Context: an optimization exercise on an open-source flow, tuned for small area. The choices shown serve that exercise and are no tape-out recipe. Only simulation tests tie the RTL to the original design; equivalence was not proved. In this run the design's own scripts or RTL, not TritonCTS, make the clock network. The clock port is modelled as an ideal driver, which makes a skipped or thinned clock tree look cheaper than it is; a real chip needs a root buffer or a tree. Power is estimated from default activity; no workload was simulated.

$ cat constraint.sdc
create_clock -name core_clock -period 10.0 [get_ports {CLK}]
set_input_delay 2.0000 -clock core_clock [delete_from_list [all_inputs] [get_ports {CLK}]]
set_output_delay 2.0000 -clock core_clock [all_outputs]
set_load 0.01 [all_outputs]
$ cat design.v
module arpreq (
    input transinit_v,
    input [1:0] bresp_v,
    input bvalid_v,
    output bready_v,
    output [12:0] awaddr_Waddr,
    output awvalid_Waddr,
    input awready_Waddr,
    input wready_Wdata,
    output wvalid_Wdata,
    output [3:0] wstrb_Wdata,
    output [31:0] wdata_Wdata,
    input arready_Raddr,
    output arvalid_Raddr,
    output [12:0] araddr_Raddr,
    input [31:0] rdata_Rdata,
    input [1:0] rresp_Rdata,
    output rready_Rdata,
    input rvalid_Rdata,
    input CLK,
    input RST
);
    localparam [2:0] S_IDLE = 3'b000,  
                     S_WS   = 3'b001,  
                     S_RA   = 3'b011,  
                     S_WAIT = 3'b111,  
                     S_LEN  = 3'b101,  
                     S_ST   = 3'b110,  
                     S_POLL = 3'b100;  
    reg awv, wv, arv, rr;   
    reg [2:0] sec;
    reg [3:0] c;            
    reg [31:5] rt;          
    wire idle = ~sec[2] & ~sec[0];
    wire wsra = ~sec[2] & sec[0];                  
    wire wt = sec[2] & sec[1] & sec[0];
    wire len = sec[2] & ~sec[1] & sec[0];
    wire st = sec[1] & ~sec[0];
    wire hi = sec[2];                              
    wire stp = sec[2] & ~sec[0];                   
    wire [3:0] word = {c[3] | hi, c[2] | hi, c[1] | stp, c[0] | hi};
    assign bready_v = 1'b1;
    assign awvalid_Waddr = awv;
    assign wvalid_Wdata = wv;
    assign arvalid_Raddr = arv;
    assign rready_Rdata = rr;
    assign awaddr_Waddr = {2'b00, {5{hi}}, word, 2'b00};
    assign araddr_Raddr = {2'b00, {5{hi}}, word, 2'b00};
    assign wstrb_Wdata = {{2{~(sec[2] & sec[0])}}, 2'b11};   
    localparam [32*16-1:0] KTAB = {
        32'h00000001, 32'h00000000, 32'h0000002A, 32'h00040000,
        32'h00000000, 32'h00000100, 32'h10AC0000, 32'h00000000,
        32'h020010AC, 32'hCEFA005E, 32'h00000100, 32'h04060008,
        32'h01000608, 32'hCEFA005E, 32'h0000FFFF, 32'hFFFFFFFF};
    reg [31:0] k;
    integer i;
    always @(*) begin
        k = 32'd0;
        for (i = 0; i < 16; i = i + 1)
            if (word == i) k = k | KTAB[32*i +: 32];
    end
    assign wdata_Wdata = {rt, k[4:1] | ({4{sec[1]}} & c), k[0]};
    wire wdone = (awv | wv) & (~awv | awready_Waddr) & (~wv | wready_Wdata);
    wire adone = arv & arready_Raddr;
    wire rdone = rr & rvalid_Rdata;
    wire c3 = ~c[2] & c[1] & c[0];
    wire c10 = c[3] & c[1];
    wire wcount = wt & ~rr;
    wire wrap = &c;
    wire wend = wcount & c[1] & c[0] & (rt[8:5] == 4'b0100);
    wire r_wls = sec[0] ^ sec[1];                  
    wire r_ra = ~sec[2] & sec[1];                  
    wire r_poll = sec[2] & ~sec[1] & ~sec[0];      
    wire a_ws = ~sec[2] & ~sec[1];                 
    wire a_ra = ~sec[2] & sec[1];                  
    wire enter_w = (idle & transinit_v) | (rdone & r_wls);
    wire enter_a = wdone | wend | (rdone & (r_ra | (r_poll & rdata_Rdata[0])));
    always @(posedge CLK) begin
        if (RST) begin
            awv <= 1'b0;
            wv <= 1'b0;
            arv <= 1'b0;
            rr <= 1'b0;
        end else begin
            awv <= enter_w | (awv & ~awready_Waddr);
            wv <= enter_w | (wv & ~wready_Wdata);
            arv <= enter_a | (arv & ~arready_Raddr);
            rr <= adone | (rr & ~rvalid_Rdata);
        end
    end
    always @(posedge CLK) begin
        sec[0] <= ~RST & ((idle & transinit_v) | (sec[0] & ~wend));
        sec[1] <= ~RST & ((adone & a_ws & c10) | (sec[1] & ~wdone));
        sec[2] <= ~RST & ((adone & ((a_ws & c3) | (a_ra & c10))) |
                          (sec[2] & ~(adone & sec[0]) &
                           ~(rdone & ~sec[1] & ~sec[0] & ~rdata_Rdata[0])));
    end
    wire c_inc = (adone & ((a_ws & ~c10) | a_ra)) | wcount;
    wire c_hold = (~adone & wsra) | len | (st & ~rr) | (wt & rr);
    wire c_cap = st & rr;
    always @(posedge CLK) begin
        c <= {4{~RST}} & (({4{c_inc}} & (c + 4'd1)) | ({4{c_hold}} & c) |
                          ({4{c_cap}} & rdata_Rdata[4:1]));
    end
    wire st_cap = st & rr;           
    wire st_hold = st & ~rr;         
    wire w_hold = st_hold | (wcount & ~wrap);    
    wire w_step = wcount & wrap;                 
    wire ld = ~wcount;                           
    wire [8:5] lfsr_in = {rt[7:5], ~(rt[8] ^ rt[7])};
    always @(posedge CLK) begin
        rt[31:9] <= ({23{st_cap}} & rdata_Rdata[31:9]) | ({23{st_hold}} & rt[31:9]) | k[31:9];
        rt[8:5] <= ({4{st_cap}} & rdata_Rdata[8:5]) | ({4{w_hold}} & rt[8:5]) |
                   ({4{w_step}} & lfsr_in) | ({4{ld}} & k[8:5]);
    end
endmodule
module arpreq_wrapper (
    input transinit,
    input [1:0] bresp,
    input bvalid,
    output bready,
    output [12:0] awaddr,
    output awvalid,
    input awready,
    input wready,
    output wvalid,
    output [3:0] wstrb,
    output [31:0] wdata,
    input arready,
    output arvalid,
    output [12:0] araddr,
    input [31:0] rdata,
    input [1:0] rresp,
    output rready,
    input rvalid,
    input CLK,
    input RST
);
    arpreq uarpreq (
        .transinit_v(transinit),
        .bresp_v(bresp),
        .bvalid_v(bvalid),
        .bready_v(bready),
        .awaddr_Waddr(awaddr),
        .awvalid_Waddr(awvalid),
        .awready_Waddr(awready),
        .wready_Wdata(wready),
        .wvalid_Wdata(wvalid),
        .wstrb_Wdata(wstrb),
        .wdata_Wdata(wdata),
        .arready_Raddr(arready),
        .arvalid_Raddr(arvalid),
        .araddr_Raddr(araddr),
        .rdata_Rdata(rdata),
        .rresp_Rdata(rresp),
        .rready_Rdata(rready),
        .rvalid_Rdata(rvalid),
        .CLK(CLK),
        .RST(RST)
    );
endmodule
$ cat flow/cts_override.tcl
# Clock tree: the registers are split into CLK_CLUSTERS groups of nearly equal
# size by position (k-means with a size cap), and each group's clock pins are
# driven by one clock buffer placed at the group's centre; the clock port
# drives only these buffers. A buffer whose estimated clock-pin slew is over
# CLK_SLEW_UPSIZE ns is swapped for CLK_LEAF_BUF_BIG.
rename clock_tree_synthesis triton_clock_tree_synthesis
proc clock_tree_synthesis {args} {
  set block [ord::get_db_block]
  set clk_net [$block findNet CLK]
  set k $::env(CLK_CLUSTERS)
  set pts {}
  foreach iterm [$clk_net getITerms] {
    set inst [$iterm getInst]
    set box [$inst getBBox]
    lappend pts [list [expr {([$box xMin] + [$box xMax]) / 2.0}] \
      [expr {([$box yMin] + [$box yMax]) / 2.0}] \
      "[$inst getName]/[[$iterm getMTerm] getName]"]
  }
  set pts [lsort -real -index 0 $pts]
  set n [llength $pts]
  set cap [expr {($n + $k - 1) / $k}]
  set cs {}
  for {set i 0} {$i < $k} {incr i} {
    set p [lindex $pts [expr {int(($i + 0.5) * $n / $k)}]]
    lappend cs [list [lindex $p 0] [lindex $p 1]]
  }
  for {set it 0} {$it < 30} {incr it} {
    # assign points to centres, nearest pairs first, at most cap per centre
    set pairs {}
    for {set j 0} {$j < $n} {incr j} {
      set p [lindex $pts $j]
      for {set i 0} {$i < $k} {incr i} {
        set c [lindex $cs $i]
        lappend pairs [list [expr {abs([lindex $p 0] - [lindex $c 0]) + abs([lindex $p 1] - [lindex $c 1])}] $j $i]
      }
    }
    set pairs [lsort -real -index 0 $pairs]
    set taken [lrepeat $n 0]
    set sizes [lrepeat $k 0]
    set groups [lrepeat $k {}]
    foreach pr $pairs {
      lassign $pr d j i
      if {[lindex $taken $j] || [lindex $sizes $i] >= $cap} { continue }
      lset taken $j 1
      lset sizes $i [expr {[lindex $sizes $i] + 1}]
      lset groups $i [concat [lindex $groups $i] [list [lindex $pts $j]]]
    }
    set ncs {}
    for {set i 0} {$i < $k} {incr i} {
      set g [lindex $groups $i]
      if {[llength $g] == 0} { lappend ncs [lindex $cs $i]; continue }
      set sx 0; set sy 0
      foreach p $g { set sx [expr {$sx + [lindex $p 0]}]; set sy [expr {$sy + [lindex $p 1]}] }
      lappend ncs [list [expr {$sx / [llength $g]}] [expr {$sy / [llength $g]}]]
    }
    set cs $ncs
  }
  set dbu [$block getDbUnitsPerMicron]
  set bufs {}
  for {set i 0} {$i < $k} {incr i} {
    set g [lindex $groups $i]
    if {[llength $g] == 0} { continue }
    set pins {}
    foreach p $g { lappend pins [get_pins [lindex $p 2]] }
    set c [lindex $cs $i]
    set x [expr {[lindex $c 0] / $dbu}]
    set y [expr {[lindex $c 1] / $dbu}]
    puts "clock buffer $::env(CLK_LEAF_BUF) for [llength $g] sinks at ($x, $y)"
    lappend bufs [insert_buffer -buffer_cell $::env(CLK_LEAF_BUF) -net CLK -load_pins $pins \
      -location [list $x $y] -buffer_name clkbuf_leaf_$i -net_name clknet_leaf_$i]
  }
  global_connect
  # upsize the buffers of slow groups
  set_propagated_clock [all_clocks]
  estimate_parasitics -placement
  foreach b $bufs {
    set name [get_full_name $b]
    set out [get_pins $name/X]
    set net [get_nets -of_objects $out]
    set worst 0
    foreach p [get_pins -of_objects $net -filter "direction==input"] {
      set s [get_property $p slew_max]
      if {$s > $worst} { set worst $s }
    }
    puts "clock buffer $name: estimated worst clock-pin slew $worst"
    if {$worst > $::env(CLK_SLEW_UPSIZE)} {
      puts "  swapped for $::env(CLK_LEAF_BUF_BIG)"
      replace_cell $b $::env(CLK_LEAF_BUF_BIG)
    }
  }
  unset_propagated_clock [all_clocks]
}
$ cat standard.sh
#!/bin/bash
# synth_recipe.tcl (not shown) runs the flow's synth.tcl, then flattens the netlist and writes it again
# the make line also repeats each setting of config.mk as NAME=value (left out here)
make -C /OpenROAD-flow-scripts/flow DESIGN_CONFIG=/design/flow/config.mk WORK_HOME=/design/flow/orfs CLKGATE_MAP_FILE= SYNTH_SCRIPT=/design/flow/synth_recipe.tcl "${@:-finish}"
$ cat flow/area.abc
&get -n
&st
&dch -f
&nf -R 1000
&put
topo
$ cat flow/abc_override.tcl
# Map the logic with flow/area.abc instead of ORFS's ABC script; everything
# else in the synthesis (registers included) is the standard synthesis.
proc abc {args} {
  set i [lsearch -exact $args -script]
  if {$i >= 0} {
    set args [lreplace $args [expr {$i + 1}] [expr {$i + 1}] $::env(AREA_ABC_SCRIPT)]
  }
  puts "abc (area.abc): $args"
  yosys abc {*}$args
}
$ cat config.mk
export PLATFORM = sky130hd
export DESIGN_NAME = arpreq_wrapper
export DESIGN_NICKNAME = arpreq_wrapper
export VERILOG_FILES = /design/flow/design.v
export SDC_FILE = /design/flow/constraint.sdc
export NUM_CORES = 4
export LEC_CHECK = 0
export ABC_AREA = 1
export CAP_MARGIN = 20
export CORE_MARGIN = 2
export CORE_UTILIZATION = 40
export SLEW_MARGIN = 20
$ cat flow/run.sh
#!/bin/bash
# The standard layout, with these changes:
#  - synthesis maps the logic with flow/area.abc, adders included
#    (registers untouched);
#  - port buffers use the smallest buffer cell;
#  - the clock tree is one level of clock buffers (flow/cts_override.tcl).
set -euo pipefail
here=$(pwd)
cp standard.sh standard_sh.txt
# synthesis script: the standard flow's, with the ABC mapping script replaced
{
  echo "source $here/flow/abc_override.tcl"
  cat synth_recipe.tcl
} > my_synth.tcl
# (and with no adder cells: ADDER_MAP_FILE empty leaves adders to ABC too)
sed "s#SYNTH_SCRIPT=[^ ]*#SYNTH_SCRIPT=$here/my_synth.tcl ADDER_MAP_FILE=#" standard.sh > my_standard.sh
export AREA_ABC_SCRIPT="$here/flow/area.abc"
export BUFFER_PORTS_ARGS="-buffer_cell sky130_fd_sc_hd__buf_1"
export PRE_CTS_TCL="$here/flow/cts_override.tcl"
export CLK_CLUSTERS=${CLK_CLUSTERS:-4}
export CLK_LEAF_BUF=${CLK_LEAF_BUF:-sky130_fd_sc_hd__clkbuf_4}
export CLK_LEAF_BUF_BIG=${CLK_LEAF_BUF_BIG:-sky130_fd_sc_hd__clkbuf_8}
export CLK_SLEW_UPSIZE=${CLK_SLEW_UPSIZE:-0.125}
bash my_standard.sh > standard.log 2>&1
==> key figures <==
Pwr
  – VDD IR-drop max: 55.9 µV
  – Pwr/cell area: 112 nW/µm²
  – Lkg Pwr: 0.000723 µW

Drt
  – Post-DRT Antenna Nets: 0
  – DR WL met2: 2190 µm
  – Drt drc: 0
  – Met1 WL: 2140 µm
  – Routed WL per cell: 13.5 µm
  – Via density: 5.36
  – Top Metal Used: met4
  – Drt first-iter violations: 76
  – Total Routed Length: 4750 µm
  – DR pass1 iterations: 4
  – Met3 WL: 361 µm
  – Vias post-DR: 1883

Floorplanning
  – Die Height: 71.7 µm
  – Total core area: 4380 µm²
  – Die area: 5140 µm²
  – Io pins: 111
  – Initial Utilization: 41.8%
  – Die width: 71.7 µm
  – Row Count: 24

Setup path
  – Critical path type: reg -> out
  – Critical Path AT: 2.51 ns
  – RR Startpoint: uarpreq.sec[2]
  – CP required: 8.00 ns
  – Buf/Inv on CP: 2
  – Top cell family by delay on the critical path: simple AND/OR/NAND/NOR gates
  – Critical Path End Type: output port
  – Crit. Startpoint: uarpreq.sec[2]
  – Max stage delay on crit path: 0.61 ns
  – Crit Path Max Fanout: 21
  – Cell Chain, Critical Path: nor2b_1 -> nor2_1 -> clkinv_1 -> nor3_1 -> nor2_1 -> nand3_1 -> buf_1
  – Crit-path slowest cell: nor3_1
  – Worst setup SP type: flip-flop
  – Most frequent cell on the critical path: nor2_1

STA
  – Setup TNS: 0 ns
  – # setup viols final: 0
  – Slew @ Worst Pin: 0.943 ns
  – Final Skew: 0.00817 ns
  – Worst slew margin: 36.8%
  – FMAX: 0.222 GHz
  – Tmin final: 4.51 ns
  – Hold Fails Final Rpt: 0
  – Final hold slack: 0.490 ns
  – Tcrit/Tclk final: 45.1%
  – RSZ-0062 raised after global routing: false
  – Max Slew Vio Count: 0

Final layout
  – Most frequent cells in the layout: 94 x buf_1, 38 x dfxtp_1, 27 x nor2_1, 25 x nand2_1, 13 x a221o_1
  – ANT cells: 0
  – Commonest non-fill, non-tap cell in the layout: buf_1
  – Final Net Count: 345
  – Finished Core Util: 48.9%
  – Area Growth Syn to Fin: 17.0%
  – Layout cells sized above 1: 2.68%

Placed design
  – DP HPWL: 3560 µm
  – RD Place Congestion: 0.840
  – I/O Buffers: 94

Worst hold path
  – Min-delay src: uarpreq.rt[23]
  – Hold Crit Class: reg -> reg

Global routing
  – Grt ovf: 0
  – Vias in the first global route: 1589
  – Total GRT Usage: 17.0%
  – Largest net degree at the start of global routing: 22
  – Initial antenna violation count: 0
  – First-pass GRT wire length: 7430 µm

Synth
  – Number of synthesis warnings: 1
  – Yosys reg bits: 38
  – Mapped Avg Cell Area: 8.49 µm²
  – Register area share after synthesis: 41.5%
  – EDFF count, synth: 0
  – Asr flop ratio synth: 0%
  – Synth Instances: 216
  – Most used DFF post-synth: dfxtp_1
  – Cell variety after synth: 30
  – Post-Syn Area: 1830 µm²

Clocking
  – Clock network latency to the later pin of the worst-skew pair: 0.16 ns
  – Post-cts sizing count: 0
  – CTS Hold Bufs: 0
  – Clk slew on worst S/H paths: 0.10 ns
  – Total setup buffers inserted after CTS: 0

Outcome
  – Status: timing/DRC/antenna clean

Flow run
  – Max-cap viol count: 0
-- cells by family after synthesis --
logic type / after synthesis / synth area share, %
simple gates: 87 / 22.0
xor+xnor: 3 / 1.43
buf+inv: 31 / 11.7
compound gates: 55 / 23.0
flops: 38 / 41.5
other cells: 2 / 0.410
-- routing by layer --
layer | track usage (%) | vias up
met5 | 0 | -
met4 | 1.89 | 0
li1 | - | 934
met2 | 28.9 | 74
met1 | 23.9 | 871
met3 | 2.25 | 4
-- power by group --
part	switching, µW	total, µW	internal, µW
Clock	37.1	56.3	19.2
Combinational	14.5	24.0	9.52
Sequential	4.24	160	156
-- through the flow --
step / area, µm² / cells / worst slack, ns / power, µW
6_report: 2140 / 351 / 5.49 / 241
5_1_grt: 2140 / 351 / 5.24 / 252
4_1_cts: 2140 / 351 / 5.73 / 230
3_5_place_dp: 2110 / 347 / 5.72 / 188
3_3_place_gp: 2110 / 347 / 5.74 / 188
2_1_floorplan: 1870 / 225 / 6.25 / 179
-- synthesized netlist by cell type (3+ instances only) --
cell | number | area share, %
a22oi_1 | 10 | 4.1
nor2_1 | 27 | 5.5
a221o_1 | 13 | 7.1
a222oi_1 | 4 | 2.2
nand2b_1 | 4 | 1.4
clkinv_1 | 5 | 1.0
a21oi_1 | 9 | 2.5
nor3_1 | 8 | 2.2
a31oi_1 | 3 | 1.0
o21ai_0 | 6 | 1.6
dfxtp_1 | 38 | 42
a221oi_1 | 5 | 2.4
nand3_1 | 10 | 2.7
buf_4 | 26 | 11
nand2_1 | 25 | 5.1
xnor2_1 | 3 | 1.4
-- state kept, by name, indices dropped and copies added (netlist names) --
signal / cells
uarpreq.arv: 1
uarpreq.wv: 1
uarpreq.c: 4
uarpreq.awv: 1
uarpreq.rt: 27
uarpreq.rr: 1
uarpreq.sec: 3
-- worst paths after layout --
check	endpoint	slack (ns)	cells past startpoint
max	wdata[1]	5.49	7
min	uarpreq.rt[23]	0.49	1
max reg2reg	uarpreq.rt[17]	7.71	6
min reg2reg	uarpreq.rt[23]	0.49	1
-- final cells by class, without the clock buffers --
type                            instances  area, µm²
Timing Repair Buffer                   96        368
Multi-Input combinational cell        156        902
Fill cell                             495       2240
Tap cell                               52       65.1
Sequential cell                        38        761
Inverter                                5       18.8

re-timing with driven ports:
Ports are ideal in the flow. The routed layout listed here was re-timed in OpenROAD.
Step 1 assumes that a clkbuf_16 drives the clock port and a buf_2 every other input.
Step 2 adds t to the input delays and takes it off the output delays; t is the mean of the earliest and latest rising clock arrival at the registers after step 1. Input paths then give back, and output paths get back, about the clock's delay inside the block.
Three values: ideal ports, drivers, drivers and shift; two values: the first two.
shift t [ns]: 0.208
setup slack, ns: 5.491 / 5.440 / 5.648
hold slack, ns: 0.490 / 0.490 / 0.490
latest minus earliest clock arrival (ns): 0.008 / 0.009
worst register clock-pin slew, ns: 0.10 / 0.10
After both steps this run still meets setup and hold. The setup slack of this run moves by -0.051 ns with the drivers and by +0.157 ns with both steps.
